This design comes from an exercise in tuning for small area on the open sky130 flow, not from production work. The RTL was checked by simulation tests, not by an equivalence proof against the original design. Power is estimated from default activity; no workload was simulated.

==> flow/design.v <==
`timescale 1ns / 1ps
module vga_640x480(
	input  wire       clk,
	input  wire       clr,
	output wire       hsync,
	output wire       vsync,
	output reg  [9:0] x,
	output reg  [9:0] y,
	output wire       xjump,
	output wire       vidon
);
	function [15:0] radd(input [15:0] a, input [15:0] b, input cin);
		integer i;
		reg c;
		begin
			c = cin;
			for (i = 0; i < 16; i = i + 1) begin
				radd[i] = a[i] ^ b[i] ^ c;
				c = (a[i] & b[i]) | (c & (a[i] ^ b[i]));
			end
		end
	endfunction
	function ltc(input [15:0] a, input [15:0] k);
		integer i;
		reg r;
		begin
			r = 1'b0;
			for (i = 0; i < 16; i = i + 1)
				r = k[i] ? (~a[i] | r) : (~a[i] & r);
			ltc = r;
		end
	endfunction
	reg vsenable;
	wire xend = (x == 10'd654);
	assign xjump = xend | (&x);
	wire [15:0] xinc = radd({6'd0, x}, 16'd0, 1'b1);
	wire [15:0] yinc = radd({6'd0, y}, 16'd0, 1'b1);
	always @(posedge clk) begin
		if (clr) begin
			x <= 10'd879;
			vsenable <= 1'b0;
		end else begin
			x <= xend ? 10'd879 : xinc[9:0];
			vsenable <= xend;
		end
	end
	always @(posedge clk) begin
		if (clr)
			y <= 10'd992;
		else if (vsenable)
			y <= (y == 10'd488) ? 10'd992 : yinc[9:0];
	end
	assign hsync = ~(!ltc(x, 655) && ltc(x, 975));
	assign vsync = ~(y[9:1] == 9'd496);
	assign vidon = ltc(x, 639) && ltc(y, 479);
endmodule
`timescale 1ns / 1ps
module vga_initials(
	input  wire        clk,
	input  wire        rst,
	input  wire        tick,
	input  wire        vidon,
	input  wire        xjump,
	input  wire [9:0]  x,
	input  wire [9:0]  y,
	input  wire [10:0] nax, nbx, ncx,    
	input  wire [8:0]  at, bt, ct,
	input  wire [9:0]  bird,
	input  wire [7:0]  back_data,
	input  wire [7:0]  bird_data1,
	input  wire [7:0]  bird_data2,
	input  wire [7:0]  bird_data3,
	input  wire [7:0]  downtube_data1,
	input  wire [7:0]  downtube_data2,
	input  wire [7:0]  downtube_data3,
	input  wire [7:0]  uptube_data1,
	input  wire [7:0]  uptube_data2,
	input  wire [7:0]  uptube_data3,
	input  wire [7:0]  strip_data,
	input  wire [7:0]  num_data1,
	input  wire [7:0]  num_data2,
	input  wire [7:0]  num_data3,
	input  wire [3:0]  score1,
	input  wire [3:0]  score2,
	input  wire [3:0]  score3,
	input  wire [1:0]  state,
	input  wire [7:0]  startback_data,
	input  wire [7:0]  retback_data,
	output wire [10:0] startback_add,
	output wire [10:0] retback_add,
	output wire [10:0] num_add1,
	output wire [10:0] num_add2,
	output wire [10:0] num_add3,
	output wire [8:0]  strip_add,
	output wire [12:0] downtube_add1,
	output wire [12:0] downtube_add2,
	output wire [12:0] downtube_add3,
	output wire [12:0] uptube_add1,
	output wire [12:0] uptube_add2,
	output wire [12:0] uptube_add3,
	output wire [14:0] back_add,
	output wire [9:0]  bird_add,
	output reg  [2:0]  red,
	output reg  [2:0]  green,
	output reg  [1:0]  blue
);
	function [15:0] radd(input [15:0] a, input [15:0] b, input cin);
		integer i;
		reg c;
		begin
			c = cin;
			for (i = 0; i < 16; i = i + 1) begin
				radd[i] = a[i] ^ b[i] ^ c;
				c = (a[i] & b[i]) | (c & (a[i] ^ b[i]));
			end
		end
	endfunction
	function ltc(input [15:0] a, input [15:0] k);
		integer i;
		reg r;
		begin
			r = 1'b0;
			for (i = 0; i < 16; i = i + 1)
				r = k[i] ? (~a[i] | r) : (~a[i] & r);
			ltc = r;
		end
	endfunction
	function [10:0] nconst1(input [3:0] s, input y0);
		case ({s, y0})
			5'd0: nconst1 = 11'd1228;
			5'd1: nconst1 = 11'd1358;
			5'd2: nconst1 = 11'd1241;
			5'd3: nconst1 = 11'd1371;
			5'd4: nconst1 = 11'd1254;
			5'd5: nconst1 = 11'd1384;
			5'd6: nconst1 = 11'd1267;
			5'd7: nconst1 = 11'd1397;
			5'd8: nconst1 = 11'd1280;
			5'd9: nconst1 = 11'd1410;
			5'd10: nconst1 = 11'd1293;
			5'd11: nconst1 = 11'd1423;
			5'd12: nconst1 = 11'd1306;
			5'd13: nconst1 = 11'd1436;
			5'd14: nconst1 = 11'd1319;
			5'd15: nconst1 = 11'd1449;
			5'd16: nconst1 = 11'd1332;
			5'd17: nconst1 = 11'd1462;
			5'd18: nconst1 = 11'd1345;
			5'd19: nconst1 = 11'd1475;
			5'd20: nconst1 = 11'd1358;
			5'd21: nconst1 = 11'd1488;
			5'd22: nconst1 = 11'd1371;
			5'd23: nconst1 = 11'd1501;
			5'd24: nconst1 = 11'd1384;
			5'd25: nconst1 = 11'd1514;
			5'd26: nconst1 = 11'd1397;
			5'd27: nconst1 = 11'd1527;
			5'd28: nconst1 = 11'd1410;
			5'd29: nconst1 = 11'd1540;
			5'd30: nconst1 = 11'd1423;
			5'd31: nconst1 = 11'd1553;
			default: nconst1 = 11'd0;
		endcase
	endfunction
	function [10:0] nconst2(input [3:0] s, input y0);
		case ({s, y0})
			5'd0: nconst2 = 11'd1215;
			5'd1: nconst2 = 11'd1345;
			5'd2: nconst2 = 11'd1228;
			5'd3: nconst2 = 11'd1358;
			5'd4: nconst2 = 11'd1241;
			5'd5: nconst2 = 11'd1371;
			5'd6: nconst2 = 11'd1254;
			5'd7: nconst2 = 11'd1384;
			5'd8: nconst2 = 11'd1267;
			5'd9: nconst2 = 11'd1397;
			5'd10: nconst2 = 11'd1280;
			5'd11: nconst2 = 11'd1410;
			5'd12: nconst2 = 11'd1293;
			5'd13: nconst2 = 11'd1423;
			5'd14: nconst2 = 11'd1306;
			5'd15: nconst2 = 11'd1436;
			5'd16: nconst2 = 11'd1319;
			5'd17: nconst2 = 11'd1449;
			5'd18: nconst2 = 11'd1332;
			5'd19: nconst2 = 11'd1462;
			5'd20: nconst2 = 11'd1345;
			5'd21: nconst2 = 11'd1475;
			5'd22: nconst2 = 11'd1358;
			5'd23: nconst2 = 11'd1488;
			5'd24: nconst2 = 11'd1371;
			5'd25: nconst2 = 11'd1501;
			5'd26: nconst2 = 11'd1384;
			5'd27: nconst2 = 11'd1514;
			5'd28: nconst2 = 11'd1397;
			5'd29: nconst2 = 11'd1527;
			5'd30: nconst2 = 11'd1410;
			5'd31: nconst2 = 11'd1540;
			default: nconst2 = 11'd0;
		endcase
	endfunction
	function [10:0] nconst3(input [3:0] s, input y0);
		case ({s, y0})
			5'd0: nconst3 = 11'd1202;
			5'd1: nconst3 = 11'd1332;
			5'd2: nconst3 = 11'd1215;
			5'd3: nconst3 = 11'd1345;
			5'd4: nconst3 = 11'd1228;
			5'd5: nconst3 = 11'd1358;
			5'd6: nconst3 = 11'd1241;
			5'd7: nconst3 = 11'd1371;
			5'd8: nconst3 = 11'd1254;
			5'd9: nconst3 = 11'd1384;
			5'd10: nconst3 = 11'd1267;
			5'd11: nconst3 = 11'd1397;
			5'd12: nconst3 = 11'd1280;
			5'd13: nconst3 = 11'd1410;
			5'd14: nconst3 = 11'd1293;
			5'd15: nconst3 = 11'd1423;
			5'd16: nconst3 = 11'd1306;
			5'd17: nconst3 = 11'd1436;
			5'd18: nconst3 = 11'd1319;
			5'd19: nconst3 = 11'd1449;
			5'd20: nconst3 = 11'd1332;
			5'd21: nconst3 = 11'd1462;
			5'd22: nconst3 = 11'd1345;
			5'd23: nconst3 = 11'd1475;
			5'd24: nconst3 = 11'd1358;
			5'd25: nconst3 = 11'd1488;
			5'd26: nconst3 = 11'd1371;
			5'd27: nconst3 = 11'd1501;
			5'd28: nconst3 = 11'd1384;
			5'd29: nconst3 = 11'd1514;
			5'd30: nconst3 = 11'd1397;
			5'd31: nconst3 = 11'd1527;
			default: nconst3 = 11'd0;
		endcase
	endfunction
	function [3:0] mnext(input [3:0] mm, input j, input t);
		case ({mm, j, t})
			6'd0: mnext = 4'd1;
			6'd1: mnext = 4'd2;
			6'd2: mnext = 4'd9;
			6'd3: mnext = 4'd10;
			6'd4: mnext = 4'd2;
			6'd5: mnext = 4'd3;
			6'd6: mnext = 4'd10;
			6'd7: mnext = 4'd11;
			6'd8: mnext = 4'd3;
			6'd9: mnext = 4'd4;
			6'd10: mnext = 4'd11;
			6'd11: mnext = 4'd0;
			6'd12: mnext = 4'd4;
			6'd13: mnext = 4'd5;
			6'd14: mnext = 4'd0;
			6'd15: mnext = 4'd1;
			6'd16: mnext = 4'd5;
			6'd17: mnext = 4'd6;
			6'd18: mnext = 4'd1;
			6'd19: mnext = 4'd2;
			6'd20: mnext = 4'd6;
			6'd21: mnext = 4'd7;
			6'd22: mnext = 4'd2;
			6'd23: mnext = 4'd3;
			6'd24: mnext = 4'd7;
			6'd25: mnext = 4'd8;
			6'd26: mnext = 4'd3;
			6'd27: mnext = 4'd4;
			6'd28: mnext = 4'd8;
			6'd29: mnext = 4'd9;
			6'd30: mnext = 4'd4;
			6'd31: mnext = 4'd5;
			6'd32: mnext = 4'd9;
			6'd33: mnext = 4'd10;
			6'd34: mnext = 4'd5;
			6'd35: mnext = 4'd6;
			6'd36: mnext = 4'd10;
			6'd37: mnext = 4'd11;
			6'd38: mnext = 4'd6;
			6'd39: mnext = 4'd7;
			6'd40: mnext = 4'd11;
			6'd41: mnext = 4'd0;
			6'd42: mnext = 4'd7;
			6'd43: mnext = 4'd8;
			6'd44: mnext = 4'd0;
			6'd45: mnext = 4'd1;
			6'd46: mnext = 4'd8;
			6'd47: mnext = 4'd9;
			6'd48: mnext = 4'd1;
			6'd49: mnext = 4'd2;
			6'd50: mnext = 4'd9;
			6'd51: mnext = 4'd10;
			6'd52: mnext = 4'd2;
			6'd53: mnext = 4'd3;
			6'd54: mnext = 4'd10;
			6'd55: mnext = 4'd11;
			6'd56: mnext = 4'd3;
			6'd57: mnext = 4'd4;
			6'd58: mnext = 4'd11;
			6'd59: mnext = 4'd12;
			6'd60: mnext = 4'd4;
			6'd61: mnext = 4'd5;
			6'd62: mnext = 4'd12;
			6'd63: mnext = 4'd13;
			default: mnext = 4'd0;
		endcase
	endfunction
	reg [3:0] cnt;
	reg [3:0] m;
	always @(posedge clk) begin
		if (rst) begin
			cnt <= 4'd0;
			m <= 4'd3;
		end else begin
			if (tick)
				cnt <= {cnt[3] ^ (&cnt[2:0]), cnt[2] ^ (&cnt[1:0]), cnt[1] ^ cnt[0], ~cnt[0]};
			m <= mnext(m, xjump, tick);
		end
	end
	wire [15:0] y5 = radd({8'd0, y[9:2]}, {6'd0, y[9:2], 2'b0}, 1'b0);
	wire [15:0] bk = radd(y5, {13'd0, x[9:7]}, 1'b0);
	assign back_add = {bk[9:0], x[6:2]};
	wire [15:0] yb = radd({6'd0, y}, ~{6'd0, bird}, 1'b1);
	wire [15:0] ba1 = radd({6'd0, x}, {yb[14:0], 1'b0}, 1'b0);
	wire [15:0] ba2 = radd(ba1, {yb[10:0], 5'b0}, 1'b0);
	wire [15:0] ba3 = radd(ba2, 16'd632, 1'b0);
	assign bird_add = ba3[9:0];
	wire [15:0] sa = radd({5'd0, nax}, {6'd0, x}, 1'b0);
	wire [15:0] sb = radd({5'd0, nbx}, {6'd0, x}, 1'b0);
	wire [15:0] sc = radd({5'd0, ncx}, {6'd0, x}, 1'b0);
	wire [11:0] da = {sa[11], ~sa[10:0]};
	wire [11:0] db = {sb[11], ~sb[10:0]};
	wire [11:0] dc = {sc[11], ~sc[10:0]};
	wire [15:0] ea = radd({7'd0, at}, ~{6'd0, y}, 1'b1);
	wire [15:0] eb = radd({7'd0, bt}, ~{6'd0, y}, 1'b1);
	wire [15:0] ec = radd({7'd0, ct}, ~{6'd0, y}, 1'b1);
	function [25:0] tubeadd(input [11:0] d, input [15:0] e);
		reg [15:0] p, q, q3, t, pt, up, dn;
		begin
			p = {{6{d[11]}}, d[11:2]};
			q = {{7{e[10]}}, e[10:2]};
			q3 = radd(q, {q[14:0], 1'b0}, 1'b0);
			t = radd({q3[12:0], 3'b0}, q, 1'b0);
			dn = radd(p, t, 1'b0);
			pt = radd(p, ~t, 1'b1);
			up = radd(pt, (e[1:0] != 2'b00) ? -16'd650 : -16'd625, 1'b0);
			tubeadd = {dn[12:0], up[12:0]};
		end
	endfunction
	assign {downtube_add1, uptube_add1} = tubeadd(da, ea);
	assign {downtube_add2, uptube_add2} = tubeadd(db, eb);
	assign {downtube_add3, uptube_add3} = tubeadd(dc, ec);
	wire [15:0] nb1 = radd({7'd0, x[9:1]}, {6'd0, y[9:1], 1'b0}, 1'b0);
	wire [15:0] nb2 = radd(nb1, {5'd0, y[4:1], 7'd0}, 1'b0);
	wire [15:0] na1 = radd(nb2, {5'd0, nconst1(score1, y[0])}, x[0]);
	wire [15:0] na2 = radd(nb2, {5'd0, nconst2(score2, y[0])}, x[0]);
	wire [15:0] na3 = radd(nb2, {5'd0, nconst3(score3, y[0])}, x[0]);
	assign num_add1 = na1[10:0];
	assign num_add2 = na2[10:0];
	assign num_add3 = na3[10:0];
	wire [15:0] y3 = radd({6'd0, y}, {5'd0, y, 1'b0}, 1'b0);
	reg [6:0] s55;    
	always @(*) begin
		case (m[3:2])
			2'd0: s55 = 7'd55;
			2'd1: s55 = 7'd56;
			2'd2: s55 = 7'd57;
			default: s55 = 7'd58;
		endcase
	end
	wire [15:0] st = radd(y3, {9'd0, s55}, 1'b0);
	assign strip_add = {st[6:0], m[1:0]};
	wire [15:0] r1 = radd(y3, {8'd0, y[3:0], 4'd0}, 1'b0);       
	wire [15:0] r2 = radd(r1, {9'd0, x[9:3]}, 1'b0);
	wire [15:0] r3 = radd(r2, 16'd18, 1'b0);
	assign retback_add = {r3[7:0], x[2:0]};
	wire [15:0] s1 = radd(r3, {8'd0, y[7:0]}, 1'b0);
	wire [15:0] s2 = radd(s1, 16'd16, 1'b0);
	assign startback_add = {s2[7:0], x[2:0]};
	wire in_bird = !ltc(x, 151) && ltc(x, 184) &&
	               (yb[10] || yb[9:0] == 10'd0) && (!yb[10] || !ltc(yb[9:0], 1001));
	wire nrow = !ltc(y, 41) && ltc(y, 71);
	wire n1 = (num_data1 != 8'hFF) && !ltc(x, 275) && ltc(x, 301) && nrow && (score1 != 4'd0);
	wire n2 = (num_data2 != 8'hFF) && !ltc(x, 301) && ltc(x, 327) && nrow && ((score2 != 4'd0) || (score1 != 4'd0));
	wire n3 = (num_data3 != 8'hFF) && !ltc(x, 327) && ltc(x, 353) && nrow;
	wire capt = !ltc(x, 241) && !ltc(y, 240) && ltc(y, 251);
	wire in_a = !da[11] && ltc(da[10:0], 100);
	wire in_b = !db[11] && ltc(db[10:0], 100);
	wire in_c = !dc[11] && ltc(dc[10:0], 100);
	wire dn_a = !ea[10], up_a = ea[10] && ltc(ea[10:0], 1949);
	wire dn_b = !eb[10], up_b = eb[10] && ltc(eb[10:0], 1949);
	wire dn_c = !ec[10], up_c = ec[10] && ltc(ec[10:0], 1949);
	wire nf_b1 = ~&bird_data1, nf_b2 = ~&bird_data2, nf_b3 = ~&bird_data3;
	wire nf_d1 = ~&downtube_data1, nf_d2 = ~&downtube_data2, nf_d3 = ~&downtube_data3;
	wire nf_u1 = ~&uptube_data1, nf_u2 = ~&uptube_data2, nf_u3 = ~&uptube_data3;
	wire nf_sb = ~&startback_data, nf_rb = ~&retback_data;
	wire play = ~state[1];                      
	wire ystrip = !ltc(y, 451);
	wire sel_strip = vidon & ystrip;
	wire q1 = vidon & ~ystrip;
	wire sel_sb = q1 & play & (state == 2'd0) & capt & ltc(x, 400) & nf_sb;
	wire q2 = q1 & play & ~sel_sb;
	wire birdz = q2 & in_bird;
	wire f1 = (cnt[3:2] == 2'b00) | (cnt[3:2] == 2'b11);
	wire f2 = (cnt[3:2] == 2'b01);
	wire f3 = (cnt[3:2] == 2'b10);
	wire sel_b1 = birdz & f1 & nf_b1;
	wire sel_b2 = birdz & f2 & nf_b2;
	wire sel_b3 = birdz & f3 & nf_b3;
	wire nr = (q2 & ~in_bird) | (q1 & ~play);
	wire sel_n1 = nr & n1;
	wire sel_n2 = nr & ~n1 & n2;
	wire sel_n3 = nr & ~n1 & ~n2 & n3;
	wire q4 = nr & ~n1 & ~n2 & ~n3;
	wire ta = q4 & play & in_a;
	wire tb = q4 & play & ~in_a & in_b;
	wire tc = q4 & play & ~in_a & ~in_b & in_c;
	wire sel_d1 = ta & dn_a & nf_d1;
	wire sel_u1 = ta & ~(dn_a & nf_d1) & up_a & nf_u1;
	wire sel_d2 = tb & dn_b & nf_d2;
	wire sel_u2 = tb & ~(dn_b & nf_d2) & up_b & nf_u2;
	wire sel_d3 = tc & dn_c & nf_d3;
	wire sel_u3 = tc & ~(dn_c & nf_d3) & up_c & nf_u3;
	wire sel_rb = q4 & ~play & capt & ltc(x, 392) & nf_rb;
	wire sel_back = vidon & ~(sel_strip | sel_sb | sel_b1 | sel_b2 | sel_b3 |
	                          sel_n1 | sel_n2 | sel_n3 | sel_d1 | sel_u1 |
	                          sel_d2 | sel_u2 | sel_d3 | sel_u3 | sel_rb);
	wire [7:0] pix = ({8{sel_strip}} & strip_data) | ({8{sel_sb}} & startback_data) |
	                 ({8{sel_b1}} & bird_data1) | ({8{sel_b2}} & bird_data2) |
	                 ({8{sel_b3}} & bird_data3) | ({8{sel_n1}} & num_data1) |
	                 ({8{sel_n2}} & num_data2) | ({8{sel_n3}} & num_data3) |
	                 ({8{sel_d1}} & downtube_data1) | ({8{sel_u1}} & uptube_data1) |
	                 ({8{sel_d2}} & downtube_data2) | ({8{sel_u2}} & uptube_data2) |
	                 ({8{sel_d3}} & downtube_data3) | ({8{sel_u3}} & uptube_data3) |
	                 ({8{sel_rb}} & retback_data) | ({8{sel_back}} & back_data);
	always @(*) {red, green, blue} = pix;
endmodule
`timescale 1ns / 1ps
module randomgenerator(
	input  wire       clk,
	input  wire       rst,
	input  wire       fly,
	output reg  [8:0] num
);
	function [15:0] radd(input [15:0] a, input [15:0] b, input cin);
		integer i;
		reg c;
		begin
			c = cin;
			for (i = 0; i < 16; i = i + 1) begin
				radd[i] = a[i] ^ b[i] ^ c;
				c = (a[i] & b[i]) | (c & (a[i] ^ b[i]));
			end
		end
	endfunction
	function ltc(input [15:0] a, input [15:0] k);
		integer i;
		reg r;
		begin
			r = 1'b0;
			for (i = 0; i < 16; i = i + 1)
				r = k[i] ? (~a[i] | r) : (~a[i] & r);
			ltc = r;
		end
	endfunction
	wire [15:0] dn = radd({7'd0, num}, -16'd24, 1'b0);
	wire [15:0] up = radd({7'd0, num}, 16'd325, 1'b0);
	wire [15:0] inc = radd({7'd0, num}, 16'd0, 1'b1);
	always @(posedge clk) begin
		if (rst)
			num <= 9'd0;
		else if (fly)
			num <= !ltc(num, 24) ? dn[8:0] : up[8:0];
		else
			num <= (num == 9'd348) ? 9'd0 : inc[8:0];
	end
endmodule
`timescale 1ns / 1ps
module objects(
	input  wire        clk,
	input  wire        rst,
	input  wire        clk10ms,
	input  wire [8:0]  num,
	input  wire        fly,
	input  wire        start,
	input  wire        ret,
	output reg  [10:0] nax, nbx, ncx,
	output reg  [8:0]  at, bt, ct,
	output reg  [9:0]  bird,
	output reg         plusone,
	output reg         clr,
	output reg  [1:0]  state
);
	function [15:0] radd(input [15:0] a, input [15:0] b, input cin);
		integer i;
		reg c;
		begin
			c = cin;
			for (i = 0; i < 16; i = i + 1) begin
				radd[i] = a[i] ^ b[i] ^ c;
				c = (a[i] & b[i]) | (c & (a[i] ^ b[i]));
			end
		end
	endfunction
	function ltc(input [15:0] a, input [15:0] k);
		integer i;
		reg r;
		begin
			r = 1'b0;
			for (i = 0; i < 16; i = i + 1)
				r = k[i] ? (~a[i] | r) : (~a[i] & r);
			ltc = r;
		end
	endfunction
	function hit(input [10:0] ntx, input [8:0] tt, input [9:0] b);
		reg [15:0] d;
		begin
			d = radd({6'd0, b}, ~{7'd0, tt}, 1'b1);
			hit = !ltc(ntx, 1765) && ltc(ntx, 1897) &&
			      (d[10] || ltc(d[9:0], 25) || !ltc(d[9:0], 100));
		end
	endfunction
	reg [12:0] speed;
	reg tf, sf, rf;
	reg af, bf;
	wire go1 = start & ~sf & (state == 2'd0);
	wire go0 = ret & ~rf & (state == 2'd2);
	wire init = rst | ((state == 2'd0) & ~go1);
	wire step = ~rst & (state == 2'd1) & clk10ms & ~tf;
	wire az = &nax, bz = &nbx, cz = &ncx;
	wire [15:0] ainc = radd({5'd0, nax}, 16'd0, step);
	wire [15:0] binc = radd({5'd0, nbx}, 16'd0, step);
	wire [15:0] cinc = radd({5'd0, ncx}, 16'd0, step);
	wire [15:0] sinc = radd({3'd0, speed}, 16'd0, step);
	wire [15:0] bnew = radd({6'd0, bird}, {6'd0, speed[12:3] & {10{step}}}, 1'b0);
	always @(posedge clk) begin
		if (init) begin
			speed <= 13'd0;
			nax <= ~11'd740; nbx <= ~11'd1010; ncx <= ~11'd1280;
			af <= 1'b0; bf <= 1'b0;
			at <= 9'd220; bt <= 9'd330; ct <= 9'd210;
			bird <= 10'd250;
			plusone <= 1'b0;
		end else begin
			speed <= (step & fly) ? -13'd15 : sinc[12:0];
			nax <= (step & az) ? (af ? ~11'd812 : ~11'd810) : ainc[10:0];
			nbx <= (step & bz) ? (bf ? ~11'd812 : ~11'd811) : binc[10:0];
			ncx <= (step & cz) ? ~11'd812 : cinc[10:0];
			if (step & az) begin af <= 1'b1; at <= num; end
			if (step & bz) begin bf <= 1'b1; bt <= num; end
			if (step & cz) ct <= num;
			bird <= bnew[9:0];
			if (step)
				plusone <= (nax == ~11'd201) || (nbx == ~11'd201) || (ncx == ~11'd201);
		end
	end
	always @(posedge clk) begin
		if (rst) begin
			state <= 2'd0;
			tf <= 1'b0; sf <= 1'b0; rf <= 1'b0;
			clr <= 1'b0;
		end else begin
			tf <= clk10ms; sf <= start; rf <= ret;
			if (go1)
				state <= 2'd1;
			else if (go0)
				state <= 2'd0;
			else if (state == 2'd0)
				clr <= 1'b1;
			else begin
				clr <= 1'b0;
				if (step && (hit(nax, at, bird) || hit(nbx, bt, bird) || hit(ncx, ct, bird) || !ltc(bird, 451)))
					state <= 2'd2;
			end
		end
	end
endmodule
`timescale 1ns / 1ps
module scorecnt(
	input  wire       clk,
	input  wire       rst,
	input  wire       plusone,
	input  wire       reset,
	output reg  [3:0] s0, s1, s2,
	output reg  [3:0] h0, h1, h2
);
	function ltu(input [11:0] a, input [11:0] b);
		integer i;
		reg r;
		begin
			r = 1'b0;
			for (i = 0; i < 12; i = i + 1)
				r = (~a[i] & b[i]) | (~(a[i] ^ b[i]) & r);
			ltu = r;
		end
	endfunction
	function [3:0] inc4(input [3:0] d);
		inc4 = {d[3] ^ (d[2] & d[1] & d[0]), d[2] ^ (d[1] & d[0]), d[1] ^ d[0], ~d[0]};
	endfunction
	reg fp;
	wire inc = plusone & ~fp;
	wire wrap = (s2 == 4'd10) && (s1 == 4'd2) && (s0 == 4'd3);
	wire c0 = (s0 == 4'd9);
	wire c1 = (s1 == 4'd9);
	always @(posedge clk) begin
		if (rst) begin
			fp <= 1'b0;
			{s2, s1, s0} <= 12'd0;
			{h2, h1, h0} <= 12'd0;
		end else begin
			fp <= plusone;
			if (reset || (inc && wrap))
				{s2, s1, s0} <= 12'd0;
			else begin
				if (inc) begin
					s0 <= c0 ? 4'd0 : inc4(s0);
					if (c0) begin
						s1 <= c1 ? 4'd0 : inc4(s1);
						if (c1)
							s2 <= inc4(s2);
					end
				end
			end
			if (!reset && ltu({h2, h1, h0}, {s2, s1, s0}))
				{h2, h1, h0} <= {s2, s1, s0};
		end
	end
endmodule
`timescale 1ns / 1ps
module flappy_core(
	input  wire        clk,
	input  wire        rst,
	input  wire        tick,
	input  wire        fly,
	input  wire        start,
	input  wire        ret,
	input  wire        rnd_btn,
	input  wire [7:0]  back_data,
	input  wire [7:0]  bird_data1,
	input  wire [7:0]  bird_data2,
	input  wire [7:0]  bird_data3,
	input  wire [7:0]  downtube_data1,
	input  wire [7:0]  downtube_data2,
	input  wire [7:0]  downtube_data3,
	input  wire [7:0]  uptube_data1,
	input  wire [7:0]  uptube_data2,
	input  wire [7:0]  uptube_data3,
	input  wire [7:0]  strip_data,
	input  wire [7:0]  num_data1,
	input  wire [7:0]  num_data2,
	input  wire [7:0]  num_data3,
	input  wire [7:0]  startback_data,
	input  wire [7:0]  retback_data,
	output wire        hsync,
	output wire        vsync,
	output wire [2:0]  red,
	output wire [2:0]  green,
	output wire [1:0]  blue,
	output wire [14:0] back_add,
	output wire [9:0]  bird_add,
	output wire [12:0] downtube_add1,
	output wire [12:0] downtube_add2,
	output wire [12:0] downtube_add3,
	output wire [12:0] uptube_add1,
	output wire [12:0] uptube_add2,
	output wire [12:0] uptube_add3,
	output wire [8:0]  strip_add,
	output wire [10:0] num_add1,
	output wire [10:0] num_add2,
	output wire [10:0] num_add3,
	output wire [10:0] startback_add,
	output wire [10:0] retback_add,
	output wire [1:0]  game_state,
	output wire [9:0]  bird_y,
	output wire [12:0] tube_x1,
	output wire [12:0] tube_x2,
	output wire [12:0] tube_x3,
	output wire [9:0]  tube_top1,
	output wire [9:0]  tube_top2,
	output wire [9:0]  tube_top3,
	output wire [3:0]  score_d0,
	output wire [3:0]  score_d1,
	output wire [3:0]  score_d2,
	output wire [3:0]  high_score_d0,
	output wire [3:0]  high_score_d1,
	output wire [3:0]  high_score_d2
);
	wire vidon, xjump;
	wire [9:0] x, y;
	wire [8:0] num;
	wire [10:0] nax, nbx, ncx;
	wire [8:0] at, bt, ct;
	wire [9:0] bird;
	wire [3:0] s0, s1, s2, h0, h1, h2;
	wire plusone;
	wire clr2;
	wire [1:0] state;
	vga_640x480 U2 (.clk(clk), .clr(rst), .hsync(hsync), .vsync(vsync), .x(x), .y(y), .xjump(xjump), .vidon(vidon));
	vga_initials U3 (.clk(clk), .rst(rst), .tick(tick), .vidon(vidon), .xjump(xjump), .x(x), .y(y),
		.nax(nax), .nbx(nbx), .ncx(ncx), .at(at), .bt(bt), .ct(ct), .bird(bird),
		.back_data(back_data), .back_add(back_add), .red(red), .green(green), .blue(blue),
		.bird_add(bird_add), .bird_data1(bird_data1), .bird_data2(bird_data2), .bird_data3(bird_data3),
		.downtube_add1(downtube_add1), .downtube_data1(downtube_data1),
		.uptube_data1(uptube_data1), .uptube_add1(uptube_add1),
		.downtube_add2(downtube_add2), .downtube_data2(downtube_data2),
		.uptube_data2(uptube_data2), .uptube_add2(uptube_add2),
		.downtube_add3(downtube_add3), .downtube_data3(downtube_data3),
		.uptube_data3(uptube_data3), .uptube_add3(uptube_add3),
		.strip_data(strip_data), .strip_add(strip_add),
		.num_add1(num_add1), .num_add2(num_add2), .num_add3(num_add3),
		.num_data1(num_data1), .num_data2(num_data2), .num_data3(num_data3),
		.score1(s2), .score2(s1), .score3(s0), .state(state),
		.startback_add(startback_add), .startback_data(startback_data),
		.retback_add(retback_add), .retback_data(retback_data));
	randomgenerator U4 (.clk(clk), .rst(rst), .fly(rnd_btn), .num(num));
	objects U5 (.clk(clk), .rst(rst), .clk10ms(tick), .num(num), .fly(fly), .nax(nax), .nbx(nbx), .ncx(ncx),
		.at(at), .bt(bt), .ct(ct), .bird(bird), .plusone(plusone),
		.start(start), .ret(ret), .clr(clr2), .state(state));
	scorecnt U20 (.clk(clk), .rst(rst), .plusone(plusone), .reset(clr2),
		.s0(s0), .s1(s1), .s2(s2), .h0(h0), .h1(h1), .h2(h2));
	assign game_state = state;
	assign bird_y     = bird;
	assign tube_x1    = {2'b0, ~nax};
	assign tube_x2    = {2'b0, ~nbx};
	assign tube_x3    = {2'b0, ~ncx};
	assign tube_top1  = {1'b0, at};
	assign tube_top2  = {1'b0, bt};
	assign tube_top3  = {1'b0, ct};
	assign score_d0   = s0;
	assign score_d1   = s1;
	assign score_d2   = s2;
	assign high_score_d0 = h0;
	assign high_score_d1 = h1;
	assign high_score_d2 = h2;
endmodule
==> flow/flow/run.sh <==
#!/bin/bash
# The standard layout (standard.sh), with two changes:
#  - after synthesis, flow/polar.py re-chooses the polarity of the full adders
#    and rebuilds half adders with inverted inputs from plain gates, which
#    drops inverters; flow/eq.sh proves the new netlist equivalent to the
#    synthesized one (registers untouched), else the synthesized one is kept;
#  - the port buffers use the smallest buffer cell.
set -euo pipefail
export BUFFER_PORTS_ARGS="-buffer_cell sky130_fd_sc_hd__buf_1"
bash standard.sh synth > synth.log 2>&1
R=orfs/results/${FLOW_PLATFORM:-sky130hd}/flappy_core/base
cp "$R/1_2_yosys.v" polar_in.v
if python3 flow/polar.py polar_in.v polar_out.v > polar.log 2>&1 &&
   bash flow/eq.sh polar_in.v polar_out.v; then
  echo "polar: netlist replaced" >> polar.log
  cp polar_out.v "$R/1_2_yosys.v"
  rm -f "$R/1_synth.odb" "$R/1_synth.sdc"
else
  echo "polar: kept the synthesized netlist" >> polar.log
fi
bash standard.sh > standard_flow.log 2>&1
==> flow/flow/eq.sh <==
#!/bin/bash
# eq.sh GOLD.v GATE.v: prove that two mapped netlists of the top module are
# equivalent (same registers, matched by name). Exits non-zero unless proven.
set -uo pipefail
TOP=${FLOW_TOP:-flappy_core}
LIB=$FLOW_HOME/platforms/${FLOW_PLATFORM:-sky130hd}/lib/sky130_fd_sc_hd__tt_025C_1v80.lib
YOSYS=$(command -v yosys || echo "$FLOW_HOME/../tools/install/yosys/bin/yosys")
"$YOSYS" -p "read_liberty -ignore_miss_func $LIB; read_verilog $1; rename $TOP gold; read_verilog $2; rename $TOP gate; setattr -mod -unset top gold gate; flatten gold gate; opt_clean; rename -hide gold/w:_* gate/w:_*; equiv_make gold gate eq; hierarchy -top eq; equiv_simple; equiv_induct; equiv_status -assert" > eq.log 2>&1
==> flow/flow/polar.py <==
#!/usr/bin/env python3
"""Re-choose the polarity of the full adders in a mapped sky130 netlist.

A full adder is self-dual: FA(~a, ~b, ~c) = (~sum, ~cout). Yosys's extract_fa
often picks the polarity that needs an inverter on an input and on an output of
every bit of a subtraction. This pass removes the netlist's inverters (except
those driving ports), picks for each fa_1 whether to use it flipped so that as
few nets as possible need their complement, and then adds one inverter per net
whose complement is still needed. Registers and all other cells are untouched.

usage: polar.py IN.v OUT.v
"""
import re
import sys

OUT_PINS = {"X", "Y", "Q", "Q_N", "SUM", "COUT", "HI", "LO"}
INV_RE = re.compile(r"^sky130_fd_sc_hd__inv_\d+$")
FA_RE = re.compile(r"^sky130_fd_sc_hd__fa_\d+$")


def main(src, dst):
    text = open(src).read()
    m = re.search(r"\bmodule\s+(\S+)\s*\((.*?)\);", text, re.S)
    mod_start = m.end()
    mod_end = text.rindex("endmodule")
    body = text[mod_start:mod_end]
    outputs = set()
    for d in re.finditer(r"^\s*output\s+(\[\d+:\d+\]\s*)?(\S+)\s*;", body, re.M):
        rng, name = d.group(1), d.group(2)
        if rng:
            hi, lo = map(int, re.findall(r"\d+", rng))
            for i in range(min(hi, lo), max(hi, lo) + 1):
                outputs.add(f"{name}[{i}]")
        else:
            outputs.add(name)
    if re.search(r"^\s*assign\b", body, re.M):
        sys.exit("assign statements are not handled")

    # cells: (type, name, {pin: net}, span in body)
    cells = []
    cell_re = re.compile(r"^\s*(sky130_fd_sc_hd__\w+)\s+(\S+)\s*\((.*?)\);\s*$", re.M | re.S)
    pin_re = re.compile(r"\.(\w+)\(\s*(.*?)\s*\)\s*(?:,|$)", re.S)
    for c in cell_re.finditer(body):
        pins = {}
        for p in pin_re.finditer(c.group(3)):
            net = p.group(2).strip()
            if net.startswith("\\"):
                net = net + " "  # escaped identifiers end with a space
            pins[p.group(1)] = net
        cells.append([c.group(1), c.group(2), pins, c.span()])

    driver = {}
    for i, (t, n, pins, _) in enumerate(cells):
        for p, net in pins.items():
            if p in OUT_PINS:
                driver[net] = (i, p)

    def is_removable_inv(i):
        t, n, pins, _ = cells[i]
        return INV_RE.match(t) and pins["Y"] not in outputs and pins["Y"].strip() not in outputs

    lit_cache = {}

    def lit(net):
        if net in lit_cache:
            return lit_cache[net]
        d = driver.get(net)
        if d is not None and is_removable_inv(d[0]):
            b, q = lit(cells[d[0]][2]["A"])
            r = (b, q ^ 1)
        else:
            r = (net, 0)
        lit_cache[net] = r
        return r

    fa_ids = [i for i, c in enumerate(cells) if FA_RE.match(c[0])]
    flip = {i: 0 for i in fa_ids}
    # loads: list of (cell index, pin, base, pol)
    loads = []
    for i, (t, n, pins, _) in enumerate(cells):
        if is_removable_inv(i):
            continue
        for p, net in pins.items():
            if p in OUT_PINS:
                continue
            if re.match(r"^\d+'[bh]", net.strip()):
                continue
            b, q = lit(net)
            loads.append((i, p, b, q))
    port_loads = []
    for o in outputs:
        for key in (o, ):
            if key in driver:
                b, q = lit(key)
                port_loads.append((b, q))

    # phi: physical polarity of a base net
    def phi(b):
        d = driver.get(b)
        if d is not None and d[0] in flip:
            return flip[d[0]]
        return 0

    from collections import defaultdict
    req = defaultdict(lambda: [0, 0])
    loads_of_cell = defaultdict(list)
    for k, (i, p, b, q) in enumerate(loads):
        qq = q ^ (flip[i] if i in flip else 0)
        req[b][qq] += 1
        loads_of_cell[i].append(k)
    for b, q in port_loads:
        req[b][q] += 1

    def net_cost(b):
        return 1 if req[b][phi(b) ^ 1] > 0 else 0

    def total():
        return sum(net_cost(b) for b in list(req.keys()))

    def affected(group):
        nets = set()
        for i in group:
            for k in loads_of_cell[i]:
                nets.add(loads[k][2])
            for p in ("SUM", "COUT"):
                nets.add(cells[i][2][p])
        return nets

    def toggle(group):
        for i in group:
            for k in loads_of_cell[i]:
                _, _, b, q = loads[k]
                req[b][q ^ flip[i]] -= 1
                req[b][q ^ flip[i] ^ 1] += 1
            flip[i] ^= 1

    def try_group(group):
        nets = affected(group)
        before = sum(net_cost(b) for b in nets)
        toggle(group)
        after = sum(net_cost(b) for b in nets)
        if after < before:
            return before - after
        toggle(group)
        return 0

    # carry chains: COUT -> CIN between adders
    parent = {i: i for i in fa_ids}

    def find(i):
        while parent[i] != i:
            parent[i] = parent[parent[i]]
            i = parent[i]
        return i

    for i in fa_ids:
        co = cells[i][2]["COUT"]
        for j in fa_ids:
            pass
    cin_of = defaultdict(list)
    for j in fa_ids:
        cin_of[cells[j][2]["CIN"]].append(j)
    for i in fa_ids:
        for j in cin_of.get(cells[i][2]["COUT"], []):
            parent[find(i)] = find(j)
    chains = defaultdict(list)
    for i in fa_ids:
        chains[find(i)].append(i)

    start = total()
    improved = True
    rounds = 0
    while improved and rounds < 50:
        improved = False
        rounds += 1
        for g in chains.values():
            if try_group(g):
                improved = True
        for i in fa_ids:
            if try_group([i]):
                improved = True
    end = total()
    n_inv_before = sum(1 for i in range(len(cells)) if is_removable_inv(i))
    sys.stderr.write(f"polar: {len(fa_ids)} adders, {sum(flip.values())} flipped; "
                     f"removable inverters {n_inv_before} -> {end} (model start {start})\n")

    # Half adders that need the complement on an input are rebuilt from
    # plain gates, which take either polarity: ~a ^ ~b = a ^ b and
    # ~a & ~b = nor(a, b); ~a ^ b = xnor(a, b) and ~a & b = nor2b(a, b).
    HA_RE = re.compile(r"^sky130_fd_sc_hd__ha_\d+$")
    split_ha = {}
    changed = True
    while changed:
        changed = False
        for i, c in enumerate(cells):
            if not HA_RE.match(c[0]) or i in split_ha:
                continue
            ks = [k for k in loads_of_cell[i]]
            need = {}
            for k in ks:
                _, p, b, q = loads[k]
                need[p] = (b, q, q ^ phi(b))
            if set(need) != {"A", "B"}:
                continue
            inv = [p for p in ("A", "B") if need[p][2]]
            if not inv:
                continue
            if len(inv) == 1:
                b, q, _ = need[inv[0]]
                if req[b][q] != 1:
                    continue
            for k in ks:
                _, p, b, q = loads[k]
                req[b][q] -= 1
                req[b][q ^ 1] += 0
            split_ha[i] = {p: (need[p][0], need[p][2]) for p in ("A", "B")}
            loads_of_cell[i] = []
            changed = True
    end2 = total()
    sys.stderr.write(f"polar: {len(split_ha)} half adders rebuilt from gates; inverters -> {end2}\n")

    # emit
    fresh = [0]
    new_wires = []

    def new_net():
        fresh[0] += 1
        name = f"_polar{fresh[0]}_"
        new_wires.append(name)
        return name

    phys = {}  # (base, q) -> net name carrying base^q
    new_cells = []

    def net_for(b, q):
        key = (b, q)
        if key in phys:
            return phys[key]
        f = phi(b)
        if f == 0:
            if q == 0:
                phys[key] = b
            else:
                n = new_net()
                new_cells.append((b, n))
                phys[key] = n
        else:
            pn = net_for_flipped_driver(b)
            if q == 1:
                phys[key] = pn
            else:
                new_cells.append((pn, b))
                phys[key] = b
        return phys[key]

    flipped_out = {}

    def net_for_flipped_driver(b):
        if b not in flipped_out:
            flipped_out[b] = new_net()
        return flipped_out[b]

    # rewire loads
    for (i, p, b, q) in loads:
        if i in split_ha:
            continue
        qq = q ^ (flip[i] if i in flip else 0)
        cells[i][2][p] = net_for(b, qq)
    gate_cells = []
    for i, pins_need in split_ha.items():
        (ba, ia), (bb, ib) = pins_need["A"], pins_need["B"]
        wa = net_for(ba, phi(ba))
        wb = net_for(bb, phi(bb))
        s_net = cells[i][2]["SUM"]
        c_net = cells[i][2]["COUT"]
        if ia and ib:
            gate_cells.append(("sky130_fd_sc_hd__xor2_1", {"A": wa, "B": wb, "X": s_net}))
            gate_cells.append(("sky130_fd_sc_hd__nor2_1", {"A": wa, "B": wb, "Y": c_net}))
        else:
            if ib:
                wa, wb = wb, wa
            # the pin on wa needs the complement
            gate_cells.append(("sky130_fd_sc_hd__xnor2_1", {"A": wa, "B": wb, "Y": s_net}))
            gate_cells.append(("sky130_fd_sc_hd__nor2b_1", {"A": wa, "B_N": wb, "Y": c_net}))
    # ports needing the true value of a flipped base net
    for b, q in port_loads:
        net_for(b, q)
    # flipped adder outputs
    for i in fa_ids:
        if flip[i]:
            for p in ("SUM", "COUT"):
                b = cells[i][2][p]
                cells[i][2][p] = net_for_flipped_driver(b)

    # buffers that only copy a net to an output port (yosys's insbuf) are
    # made the smallest buffer: the layout puts its own buffer at every port
    nbuf = 0
    for c in cells:
        if re.match(r"^sky130_fd_sc_hd__buf_\d+$", c[0]) and c[0] != "sky130_fd_sc_hd__buf_1":
            y = c[2].get("X", "")
            if y in outputs or y.strip() in outputs:
                c[0] = "sky130_fd_sc_hd__buf_1"
                nbuf += 1
    sys.stderr.write(f"polar: {nbuf} port copy buffers made buf_1\n")

    out = []
    pos = 0
    for i, (t, n, pins, (s, e)) in enumerate(cells):
        out.append(body[pos:s])
        pos = e
        if is_removable_inv(i) or i in split_ha:
            continue
        conns = ",\n".join(f"    .{p}({net})" for p, net in pins.items())
        out.append(f"\n  {t} {n} (\n{conns}\n  );")
    out.append(body[pos:])
    extra = "".join(f"  wire {w};\n" for w in new_wires)
    for k, (a, y) in enumerate(new_cells):
        extra += f"  sky130_fd_sc_hd__inv_1 _polarinv{k}_ (\n    .A({a}),\n    .Y({y})\n  );\n"
    for k, (t, pins) in enumerate(gate_cells):
        conns = ",\n".join(f"    .{p}({net})" for p, net in pins.items())
        extra += f"  {t} _polarg{k}_ (\n{conns}\n  );\n"
    newbody = "".join(out)
    result = text[:mod_start] + "\n" + extra + newbody + text[mod_end:]
    open(dst, "w").write(result)
    sys.stderr.write(f"polar: wrote {len(new_cells)} inverters\n")


if __name__ == "__main__":
    main(sys.argv[1], sys.argv[2])
==> flow/standard.sh <==
#!/bin/bash
# synth_recipe.tcl (not shown) runs the flow's synth.tcl, then flattens the netlist and writes it again
# the make line also repeats each setting of config.mk as NAME=value (left out here)
make -C /OpenROAD-flow-scripts/flow DESIGN_CONFIG=/design/flow/config.mk WORK_HOME=/design/flow/orfs CLKGATE_MAP_FILE= SYNTH_SCRIPT=/design/flow/synth_recipe.tcl "${@:-finish}"
==> flow/config.mk <==
export PLATFORM = sky130hd
export DESIGN_NAME = flappy_core
export DESIGN_NICKNAME = flappy_core
export VERILOG_FILES = /design/flow/design.v
export SDC_FILE = /design/flow/constraint.sdc
export NUM_CORES = 4
export LEC_CHECK = 0
export CAP_MARGIN = 20
export CORE_MARGIN = 2
export CORE_UTILIZATION = 60
export CTS_BUF_LIST = sky130_fd_sc_hd__clkbuf_8
export SLEW_MARGIN = 20
==> flow/constraint.sdc <==
create_clock -name core_clock -period 14.0 [get_ports {clk}]
set_input_delay 2.8000 -clock core_clock [delete_from_list [all_inputs] [get_ports {clk}]]
set_output_delay 2.8000 -clock core_clock [all_outputs]
set_load 0.01 [all_outputs]
==> flow_summary.yaml, run 1 <==
setup_path:
  slowest_delay_ps: 600
  cpMostUsedCell: "fa_1"
  crit_arrival_ps: 9110
  critPathKind: "flop to primary output"
  path_cells: "inv_1 > fa_1 > fa_1 > fa_1 > fa_1 > fa_1 > fa_1 > fa_1 > fa_1 > inv_1 > fa_1 > inv_1 > fa_1 > fa_1 > fa_1 > fa_1 > fa_1 > fa_1 > ha_1 > xor2_1 > xnor2_1 > buf_1"
  crit_slowest_cell: "dfxtp_1"
  reg2reg_depth: 19
  worst_ep_required_time_ps: 11200
  start_kind: "flop"
  crit_fanout: 10
  critPathCaptureType: "primary output"
floorplanning:
  die_w_um: 182
  num_io_pins: 417
  rows: 65
  start_util: 0.606
  die_area_um2: 33100
  core_um2: 31300
  die_h_um: 182
cells_and_area:
  fin_nets: 3002
  fin_util: 0.675
  diodes: 0
  mostFrequentLayoutCells: "buf_1, inv_1, fa_1, nor2_1, ha_1"
  fin_area_um2: 21100
  layout-drive-gt1-share: 0.0285
  area_delta_synth_final_pct: 11.4
  mostFrequentLayoutCell: "buf_1"
  nFillCells: 2676
  multiInputGateArea_um2: 14300
  final-seq-area_um2: 3100
  final_cells: 2826
timing:
  holdWs_ps: 497
  fmax_mhz: 84.0
  tns_ps: 0
  finClkSkew_ps: 23.4
  slew_viol_final: 0
  tightest_slew_ps: 1010
  slew_headroom: 0.327
  setup_violations: 0
  fin_crit_sh: 0.850
  hold_violations: 0
  setup_slack_ps: 2090
  rsz0062_at_grt: "false"
  fin_crit_ps: 11910
placement:
  dp_hpwl_mm: 51.7
  placed_cell_area_um2: 20700
  placedCellCount: 2794
  routabilityCongestion: 0.979
  portBuffers: 407
  pre_cts_ws_ps: 2650
power_and_ir_drop:
  power_density_nw_per_um2: 84.8
  switching_share: 0.464
  ir_worst_vdd_mv: 0.0989
  p_switching_mw: 0.832
  leakagePower_nw: 9.41
  internal_power_mw: 0.960
  clock_power_share: 0.201
  p_comb_frac: 0.518
  seqPwrFrac: 0.280
  total_power_mw: 1.79
global_routing:
  grt_max_degree: 50
  grt-ovfl-total: 0
  antenna_found_initial: 0
  grt_pass1_vias: 16400
  grt_usage: 0.377
  grt_pass1_wl_mm: 94.0
clock_network:
  clockBufferDepth: 2
  post_cts_buffers: 0
  cts_buffers: 17
  cts_tree: "built"
  clock_sinks: 155
  cts_hold_buf: 0
  htreeDepth: 4
  cts_root_buffer: "clkbuf_8"
  clk-insertion-delay-late_ps: 500
  clk_pin_slew_ps: 100
  cts_resized: 0
routing:
  drcViolationCount: 0
  wl_per_cell_um: 22.0
  dr_total_vias: 16500
  drt-pass1-iter-count: 8
  vias_per_cell: 5.84
  drt_iter0_markers: 1131
  ant_nets: 0
  finalWirelength_mm: 62.0
min_path:
  hold_class: "flop to flop"
  whs_path_depth: 2
synthesis:
  avgSynthCellArea_um2: 9.18
  ys.warnings.count: 5
  synthesis.area_um2: 19000
  synth_cells: 2066
run_status:
  status: "timing/DRC/antenna clean"
run:
  drv_cap: 0
## final cells by class
cell class                 instances  area share
sequential                       155       0.147
multi-input combinational       1505       0.678
inverter                         314      0.0558
clock inverter                    14     0.00710
tap                              402      0.0238
timing repair buffer             418      0.0763
clock buffer                      18      0.0117
## registers in the layout (all words and copies together) (netlist names), 4 cells and up
register,count
U2.x,10
U2.y,10
U20.h0,4
U20.h1,4
U20.h2,4
U20.s0,4
U20.s1,4
U20.s2,4
U3.cnt,4
U3.m,4
U4.num,9
U5.at,9
U5.bird,10
U5.bt,9
U5.ct,9
U5.nax,11
U5.nbx,11
U5.ncx,11
U5.speed,13
## path summary, 6_finish.rpt
path	start	end	slack, ps
min	U5.af	U5.af	500
max reg2reg	U5.bird[0]	U5.state[0]	8690
min reg2reg	U5.af	U5.af	500
max	U2.y[1]	uptube_add3[12]	2090
## metal layers
metal	up-vias	global-route usage	wire [um]
met5	-	0	0
met2	789	0.612	29100
met1	8081	0.478	24400
li1	7456	-	-
met3	179	0.0796	5100
met4	0	0.195	3380
## power groups by stage
stage | clock network, mW | registers [mW] | logic [mW]
2_1_floorplan | 0 | 0.488 | 0.604
3_3_place_gp | 0 | 0.510 | 0.911
3_5_place_dp | 0 | 0.511 | 0.924
4_1_cts | 0.365 | 0.501 | 0.927
5_1_grt | 0.379 | 0.506 | 1.02
6_report | 0.361 | 0.502 | 0.929
## critical path, delay by kind of cell, from the launching register on
family / cells / cell delay [ps]
adder cells (fa/ha/maj): 16 / 7000
XOR/XNOR: 2 / 340
buffers and inverters: 4 / 650
flip-flops: 1 / 600
==> run 2, diff against run 1 <==
--- a/flow/design.v
+++ b/flow/design.v
@@ -522,7 +522,6 @@
 	endfunction
 	reg [12:0] speed;
 	reg tf, sf, rf;
-	reg af, bf;
 	wire go1 = start & ~sf & (state == 2'd0);
 	wire go0 = ret & ~rf & (state == 2'd2);
 	wire init = rst | ((state == 2'd0) & ~go1);
@@ -537,17 +536,16 @@
 		if (init) begin
 			speed <= 13'd0;
 			nax <= ~11'd740; nbx <= ~11'd1010; ncx <= ~11'd1280;
-			af <= 1'b0; bf <= 1'b0;
 			at <= 9'd220; bt <= 9'd330; ct <= 9'd210;
 			bird <= 10'd250;
 			plusone <= 1'b0;
 		end else begin
 			speed <= (step & fly) ? -13'd15 : sinc[12:0];
-			nax <= (step & az) ? (af ? ~11'd812 : ~11'd810) : ainc[10:0];
-			nbx <= (step & bz) ? (bf ? ~11'd812 : ~11'd811) : binc[10:0];
+			nax <= (step & az) ? (ncx[1] ? ~11'd810 : ~11'd812) : ainc[10:0];
+			nbx <= (step & bz) ? (nax[0] ? ~11'd812 : ~11'd811) : binc[10:0];
 			ncx <= (step & cz) ? ~11'd812 : cinc[10:0];
-			if (step & az) begin af <= 1'b1; at <= num; end
-			if (step & bz) begin bf <= 1'b1; bt <= num; end
+			if (step & az) at <= num;
+			if (step & bz) bt <= num;
 			if (step & cz) ct <= num;
 			bird <= bnew[9:0];
 			if (step)
==> flow/flow/run.sh (replaced) <==
#!/bin/bash
# The standard layout (standard.sh), with these changes:
#  - after synthesis, the netlist is reworked and then laid out:
#    flow/polar.py re-chooses the polarity of the full adders and rebuilds half
#    adders with inverted inputs from plain gates (fewer inverters);
#    flow/remap.sh maps the remaining plain logic again with ABC's area mapper
#    (adders, flip-flops and their names untouched);
#    flow/debuf.py drops buffers that only copy a net to an output port;
#    flow/eq.sh then proves the result equivalent to the synthesized netlist,
#    register by register; if any step fails, the synthesized netlist is used;
#  - the port buffers use the smallest buffer cell;
#  - clock tree synthesis uses clkbuf_8 and no dummy loads;
#  - after global routing, non-critical cells are sized down (RECOVER_POWER).
set -euo pipefail
export BUFFER_PORTS_ARGS="-buffer_cell sky130_fd_sc_hd__buf_1"
export CTS_ARGS="-sink_clustering_enable -repair_clock_nets -buf_list sky130_fd_sc_hd__clkbuf_8 -dont_use_dummy_load"
export RECOVER_POWER=100
bash standard.sh synth > synth.log 2>&1
R=orfs/results/${FLOW_PLATFORM:-sky130hd}/flappy_core/base
cp "$R/1_2_yosys.v" net0_synth.v
if python3 flow/polar.py net0_synth.v net1_polar.v > rework.log 2>&1 &&
   bash flow/remap.sh net1_polar.v net2_remap.v >> rework.log 2>&1 &&
   python3 flow/debuf.py net2_remap.v net3_debuf.v >> rework.log 2>&1 &&
   bash flow/eq.sh net0_synth.v net3_debuf.v; then
  echo "rework: netlist replaced" >> rework.log
  cp net3_debuf.v "$R/1_2_yosys.v"
  rm -f "$R/1_synth.odb" "$R/1_synth.sdc"
else
  echo "rework: kept the synthesized netlist" >> rework.log
fi
bash standard.sh > standard_flow.log 2>&1
==> flow/flow/area.abc (new file) <==
strash
dc2
dch
amap
topo
==> flow/flow/debuf.py (new file) <==
#!/usr/bin/env python3
"""Drop the buffers that only copy an internal net to an output port.

Yosys inserts such a buffer (insbuf) wherever an output port is an alias of
another net. When the net is driven by a cell (not by an input port) and the
buffer is the only one on it that feeds a port, the buffer is removed and the
net takes the port's name. The layout buffers every port anyway.

usage: debuf.py IN.v OUT.v
"""
import re
import sys

OUT_PINS = {"X", "Y", "Q", "Q_N", "SUM", "COUT", "HI", "LO"}


def norm(n):
    n = n.strip()
    return n + " " if n.startswith("\\") else n


def main(src, dst):
    text = open(src).read()
    m = re.search(r"\bmodule\s+(\S+)\s*\((.*?)\);", text, re.S)
    body_start, body_end = m.end(), text.rindex("endmodule")
    body = text[body_start:body_end]
    outputs, inputs = set(), set()
    for kind, rng, name in re.findall(r"^\s*(output|input)\s+(\[\d+:\d+\]\s*)?(\S+)\s*;", body, re.M):
        names = [name]
        if rng:
            hi, lo = map(int, re.findall(r"\d+", rng))
            names = [f"{name}[{i}]" for i in range(min(hi, lo), max(hi, lo) + 1)]
        (outputs if kind == "output" else inputs).update(names)
    if re.search(r"^\s*assign\b", body, re.M):
        sys.exit("assign statements are not handled")
    cell_re = re.compile(r"^\s*(sky130_fd_sc_hd__\w+)\s+(\S+)\s*\((.*?)\);\s*$", re.M | re.S)
    pin_re = re.compile(r"\.(\w+)\(\s*(.*?)\s*\)\s*(?:,|$)", re.S)
    cells = []
    for c in cell_re.finditer(body):
        pins = {p.group(1): norm(p.group(2)) for p in pin_re.finditer(c.group(3))}
        cells.append([c.group(1), c.group(2), pins, c.span()])
    driver = {}
    for i, (t, n, pins, _) in enumerate(cells):
        for p, net in pins.items():
            if p in OUT_PINS:
                driver[net] = i
    rename = {}
    drop = set()
    for i, (t, n, pins, _) in enumerate(cells):
        if not re.match(r"^sky130_fd_sc_hd__buf_\d+$", t):
            continue
        a, x = pins.get("A"), pins.get("X")
        if a is None or x is None or x.strip() not in outputs:
            continue
        if a.strip() in inputs or a.strip() in outputs or a not in driver:
            continue
        if a in rename:
            continue
        rename[a] = x
        drop.add(i)
    out, pos = [], 0
    for i, (t, n, pins, (s, e)) in enumerate(cells):
        out.append(body[pos:s])
        pos = e
        if i in drop:
            continue
        conns = ",\n".join(f"    .{p}({rename.get(net, net)})" for p, net in pins.items())
        out.append(f"\n  {t} {n} (\n{conns}\n  );")
    out.append(body[pos:])
    newbody = "".join(out)
    # drop the declarations of the renamed nets
    for a in rename:
        newbody = re.sub(r"^\s*wire\s+" + re.escape(a.strip()) + r"\s*;\s*$\n?", "", newbody, flags=re.M)
    open(dst, "w").write(text[:body_start] + newbody + text[body_end:])
    sys.stderr.write(f"debuf: removed {len(drop)} port copy buffers\n")


if __name__ == "__main__":
    main(sys.argv[1], sys.argv[2])
==> flow/flow/dontuse.txt (new file) <==
-dont_use sky130_fd_sc_hd__lpflow_bleeder_1 -dont_use sky130_fd_sc_hd__lpflow_clkbufkapwr_1 -dont_use sky130_fd_sc_hd__lpflow_clkbufkapwr_16 -dont_use sky130_fd_sc_hd__lpflow_clkbufkapwr_2 -dont_use sky130_fd_sc_hd__lpflow_clkbufkapwr_4 -dont_use sky130_fd_sc_hd__lpflow_clkbufkapwr_8 -dont_use sky130_fd_sc_hd__lpflow_clkinvkapwr_1 -dont_use sky130_fd_sc_hd__lpflow_clkinvkapwr_16 -dont_use sky130_fd_sc_hd__lpflow_clkinvkapwr_2 -dont_use sky130_fd_sc_hd__lpflow_clkinvkapwr_4 -dont_use sky130_fd_sc_hd__lpflow_clkinvkapwr_8 -dont_use sky130_fd_sc_hd__lpflow_decapkapwr_12 -dont_use sky130_fd_sc_hd__lpflow_decapkapwr_3 -dont_use sky130_fd_sc_hd__lpflow_decapkapwr_4 -dont_use sky130_fd_sc_hd__lpflow_decapkapwr_6 -dont_use sky130_fd_sc_hd__lpflow_decapkapwr_8 -dont_use sky130_fd_sc_hd__lpflow_inputiso0n_1 -dont_use sky130_fd_sc_hd__lpflow_inputiso0p_1 -dont_use sky130_fd_sc_hd__lpflow_inputiso1n_1 -dont_use sky130_fd_sc_hd__lpflow_inputiso1p_1 -dont_use sky130_fd_sc_hd__lpflow_inputisolatch_1 -dont_use sky130_fd_sc_hd__lpflow_isobufsrc_1 -dont_use sky130_fd_sc_hd__lpflow_isobufsrc_16 -dont_use sky130_fd_sc_hd__lpflow_isobufsrc_2 -dont_use sky130_fd_sc_hd__lpflow_isobufsrc_4 -dont_use sky130_fd_sc_hd__lpflow_isobufsrc_8 -dont_use sky130_fd_sc_hd__lpflow_isobufsrckapwr_16 -dont_use sky130_fd_sc_hd__lpflow_lsbuf_lh_hl_isowell_tap_1 -dont_use sky130_fd_sc_hd__lpflow_lsbuf_lh_hl_isowell_tap_2 -dont_use sky130_fd_sc_hd__lpflow_lsbuf_lh_hl_isowell_tap_4 -dont_use sky130_fd_sc_hd__lpflow_lsbuf_lh_isowell_4 -dont_use sky130_fd_sc_hd__lpflow_lsbuf_lh_isowell_tap_1 -dont_use sky130_fd_sc_hd__lpflow_lsbuf_lh_isowell_tap_2 -dont_use sky130_fd_sc_hd__lpflow_lsbuf_lh_isowell_tap_4 -dont_use sky130_fd_sc_hd__probe_p_8 -dont_use sky130_fd_sc_hd__probec_p_8 
--- a/flow/flow/polar.py
+++ b/flow/flow/polar.py
@@ -14,7 +14,7 @@
 import sys
 
 OUT_PINS = {"X", "Y", "Q", "Q_N", "SUM", "COUT", "HI", "LO"}
-INV_RE = re.compile(r"^sky130_fd_sc_hd__inv_\d+$")
+INV_RE = re.compile(r"^sky130_fd_sc_hd__(clk)?inv_\d+$")
 FA_RE = re.compile(r"^sky130_fd_sc_hd__fa_\d+$")
 
 
==> flow/flow/remap.sh (new file) <==
#!/bin/bash
# remap.sh IN.v OUT.v: map the plain logic of a mapped netlist again with ABC's
# area mapper (flow/area.abc), keeping the adders, flip-flops and tie cells as
# they are. Cells on the platform's don't-use list (flow/dontuse.txt) stay unused.
set -uo pipefail
D=$(cd "$(dirname "$0")" && pwd)
TOP=${FLOW_TOP:-flappy_core}
LIB=$FLOW_HOME/platforms/${FLOW_PLATFORM:-sky130hd}/lib/sky130_fd_sc_hd__tt_025C_1v80.lib
YOSYS=$(command -v yosys || echo "$FLOW_HOME/../tools/install/yosys/bin/yosys")
DU=$(cat "$D/dontuse.txt")
KEEP="sky130_fd_sc_hd__fa_1 sky130_fd_sc_hd__ha_1 sky130_fd_sc_hd__dfxtp_1 sky130_fd_sc_hd__conb_1"
"$YOSYS" -p "read_liberty -ignore_miss_func $LIB; blackbox $KEEP; read_verilog $1; hierarchy -top $TOP; flatten; rename -hide w:_*.*; opt_clean; abc -liberty $LIB $DU -script $D/area.abc; opt_clean -purge; splitnets; insbuf -buf sky130_fd_sc_hd__buf_1 A X; opt_clean -purge; stat -liberty $LIB; write_verilog -noattr -noexpr -nohex -nodec $2" > remap.log 2>&1
--- a/flow/config.mk
+++ b/flow/config.mk
@@ -8,5 +8,4 @@
 export CAP_MARGIN = 20
 export CORE_MARGIN = 2
 export CORE_UTILIZATION = 60
-export CTS_BUF_LIST = sky130_fd_sc_hd__clkbuf_8
 export SLEW_MARGIN = 20
==> run 2 against run 1 <==
  * Now fails the layout checks on max-capacitance violations, max-slew violations
  * Die area shrank 7.5%
  * Setup slack worse by 890 ps
  * Final area down 5.8%
  * Register-to-register slack got worse by 820 ps
  * First-iteration DRC count up 32%
  * Sequential cell count decreased by 2
  * Clock-buffer cell count shrank 1
  * Synthesized area shrank 7.7%
  * Worst hold slack got worse by 56 ps
  * Combinational power shrank 31%
  * Largest cell class unchanged
  * Largest power group unchanged
  * Highest routed layer unchanged
==> flow_summary.yaml, run 2 <==
setup_path:
  start_kind: "flop"
  worst_ep_required_time_ps: 11200
  critPathKind: "flop to primary output"
  r2r_start: "U5.state[1]"
  crit_fanout: 22
  critPathCaptureType: "primary output"
  crit_arrival_ps: 10000
  crit_start: "U2.y[0]"
clock_network:
  cts_hold_buf: 0
  clock_sinks: 153
  htreeDepth: 4
  post_cts_buffers: 0
  clockBufferDepth: 2
  cts_tree: "built"
  cts_root_buffer: "clkbuf_8"
  clk_pin_slew_ps: 90
  cts_buffers: 17
  cts_resized: 0
  clk-insertion-delay-late_ps: 470
routing:
  wl_met1_mm: 22.9
  drt_iter0_markers: 1497
  wl_per_cell_um: 22.4
  vias_per_cell: 6.06
  wl_met3_mm: 6.46
  wl_met2_mm: 28.2
  ant_nets: 0
  drt-pass1-iter-count: 6
  top_layer: "met4"
  dr_total_vias: 16700
  drcViolationCount: 0
  finalWirelength_mm: 61.8
placement:
  routabilityCongestion: 1.04
  pre_cts_ws_ps: 2240
  portBuffers: 407
  dp_hpwl_mm: 51.5
timing:
  fmax_mhz: 78.1
  fin_crit_sh: 0.914
  fin_crit_ps: 12800
  hold_violations: 0
  setup_violations: 0
  slew_headroom: -0.399
  finClkSkew_ps: 35.3
  tightest_slew_ps: 2050
  setup_slack_ps: 1200
  rsz0062_at_grt: "false"
  slew_viol_final: 37
  tns_ps: 0
synthesis:
  synthesis.area_um2: 17500
  avgSynthCellArea_um2: 9.08
  ys.warnings.count: 5
  synth_cells: 1927
min_path:
  hold_class: "flop to flop"
  min_from: "U5.plusone"
run_status:
  status: "complete, but fails checks"
  failed_checks: "max-capacitance violations, max-slew violations"
floorplanning:
  num_io_pins: 417
  die_area_um2: 30600
  die_w_um: 175
  die_h_um: 175
  start_util: 0.610
  rows: 62
  core_um2: 28700
global_routing:
  grt-ovfl-total: 0
  grt_max_degree: 34
  grt_usage: 0.411
  antenna_found_initial: 4
  grt_pass1_vias: 16700
  grt_pass1_wl_mm: 95.0
cells_and_area:
  mostFrequentLayoutCell: "buf_1"
  largest_reg_flops: 13
  area_delta_synth_final_pct: 13.7
  mostFrequentLayoutCells: "buf_1, clkinv_1, fa_1, nor2_1, ha_1"
  nFillCells: 2446
  layout-drive-gt1-share: 0.0148
  regMostFlops: "U5.speed"
  fin_nets: 2964
power_and_ir_drop:
  ir_worst_vdd_mv: 0.0848
  power_density_nw_per_um2: 68.8
  leakagePower_nw: 7.52
run:
  drv_cap: 2
==> run 2: worst max-delay path, cell delays in order (launching register included) <==
cell and delay (ps):
dfxtp_1 340, clkinv_1 270, clkbuf_1 650, ha_1 460
fa_1 390, fa_1 390, fa_1 380, fa_1 400
fa_1 420, fa_1 400, fa_1 400, fa_1 410
fa_1 480, nor4b_1 330, a31oi_1 120, a2111oi_0 1570
nand2_1 670, o2111ai_1 870, o221ai_1 350, buf_1 210
==> run 2: cell type report <==
class,instances,area [um2],area share
Antenna cell,4,10.0,0.000503
Clock buffer,17,234,0.0118
Sequential cell,153,3060,0.154
Timing Repair Buffer,435,1690,0.0851
Multi-Input combinational cell,1405,13100,0.656
Tap cell,384,480,0.0241
Inverter,361,1360,0.0681
==> run 2: stage by stage <==
step / instance area, um2 / hold slack (ps) / util / instances / total power [mW]
5_1_grt: 19900 / 459 / 0.693 / 2759 / 1.46
3_5_place_dp: 19700 / 431 / 0.687 / 2738 / 1.12
4_1_cts: 19900 / 443 / 0.695 / 2755 / 1.37
3_3_place_gp: 19700 / 427 / 0.686 / 2738 / 1.10
6_report: 19900 / 440 / 0.693 / 2759 / 1.37
2_1_floorplan: 17500 / 413 / - / 1935 / 0.886
==> run 2: per-layer routing <==
metal  up-vias  track usage
li1       7449            -
met1      8017        0.518
met2      1015        0.653
met3       243       0.0927
met4         0        0.238
met5         -            0
==> run 2: report_power, final <==
part,internal [mW],leakage [nW],switching (mW)
Sequential,0.450,1.24,0.0183
Clock,0.107,0.122,0.153
Combinational,0.226,6.16,0.414
==> run 2: path summary, 6_finish.rpt <==
path              depth (start not counted)         end  slack (ps)
setup / recovery                         19     blue[0]        1200
hold / removal                            2      U20.fp         440
setup reg to reg                         18  U5.bird[9]        7870
hold reg to reg                           2      U20.fp         440

## afterwards: timing with drivers on the ports
Ports are ideal in the flow. The routed layouts listed here were re-timed in OpenROAD. Step 1 assumes that a clkbuf_16 drives the clock port and a buf_2 every other input. Step 2 times the ports against the registers' clock, not the clock port: input delays grow and output delays shrink by t, the midpoint of the rising clock arrivals with the driver on. a / b / c = ideal / step 1 / step 2; a / b = the first two.
| run | t (ns) | slack for setup (ns) | worst setup path after step 2 | slew at the worst register clock pin (ns) | worst slew at a driven data input, ns |
|---|---|---|---|---|---|
| run 1 | 0.538 | 2.094 / 2.043 / 2.581 | register to output | 0.11 / 0.11 | 0.07 |
| run 2 | 0.499 | 1.203 / 1.154 / 1.653 | register to output | 0.09 / 0.09 | 0.14 |
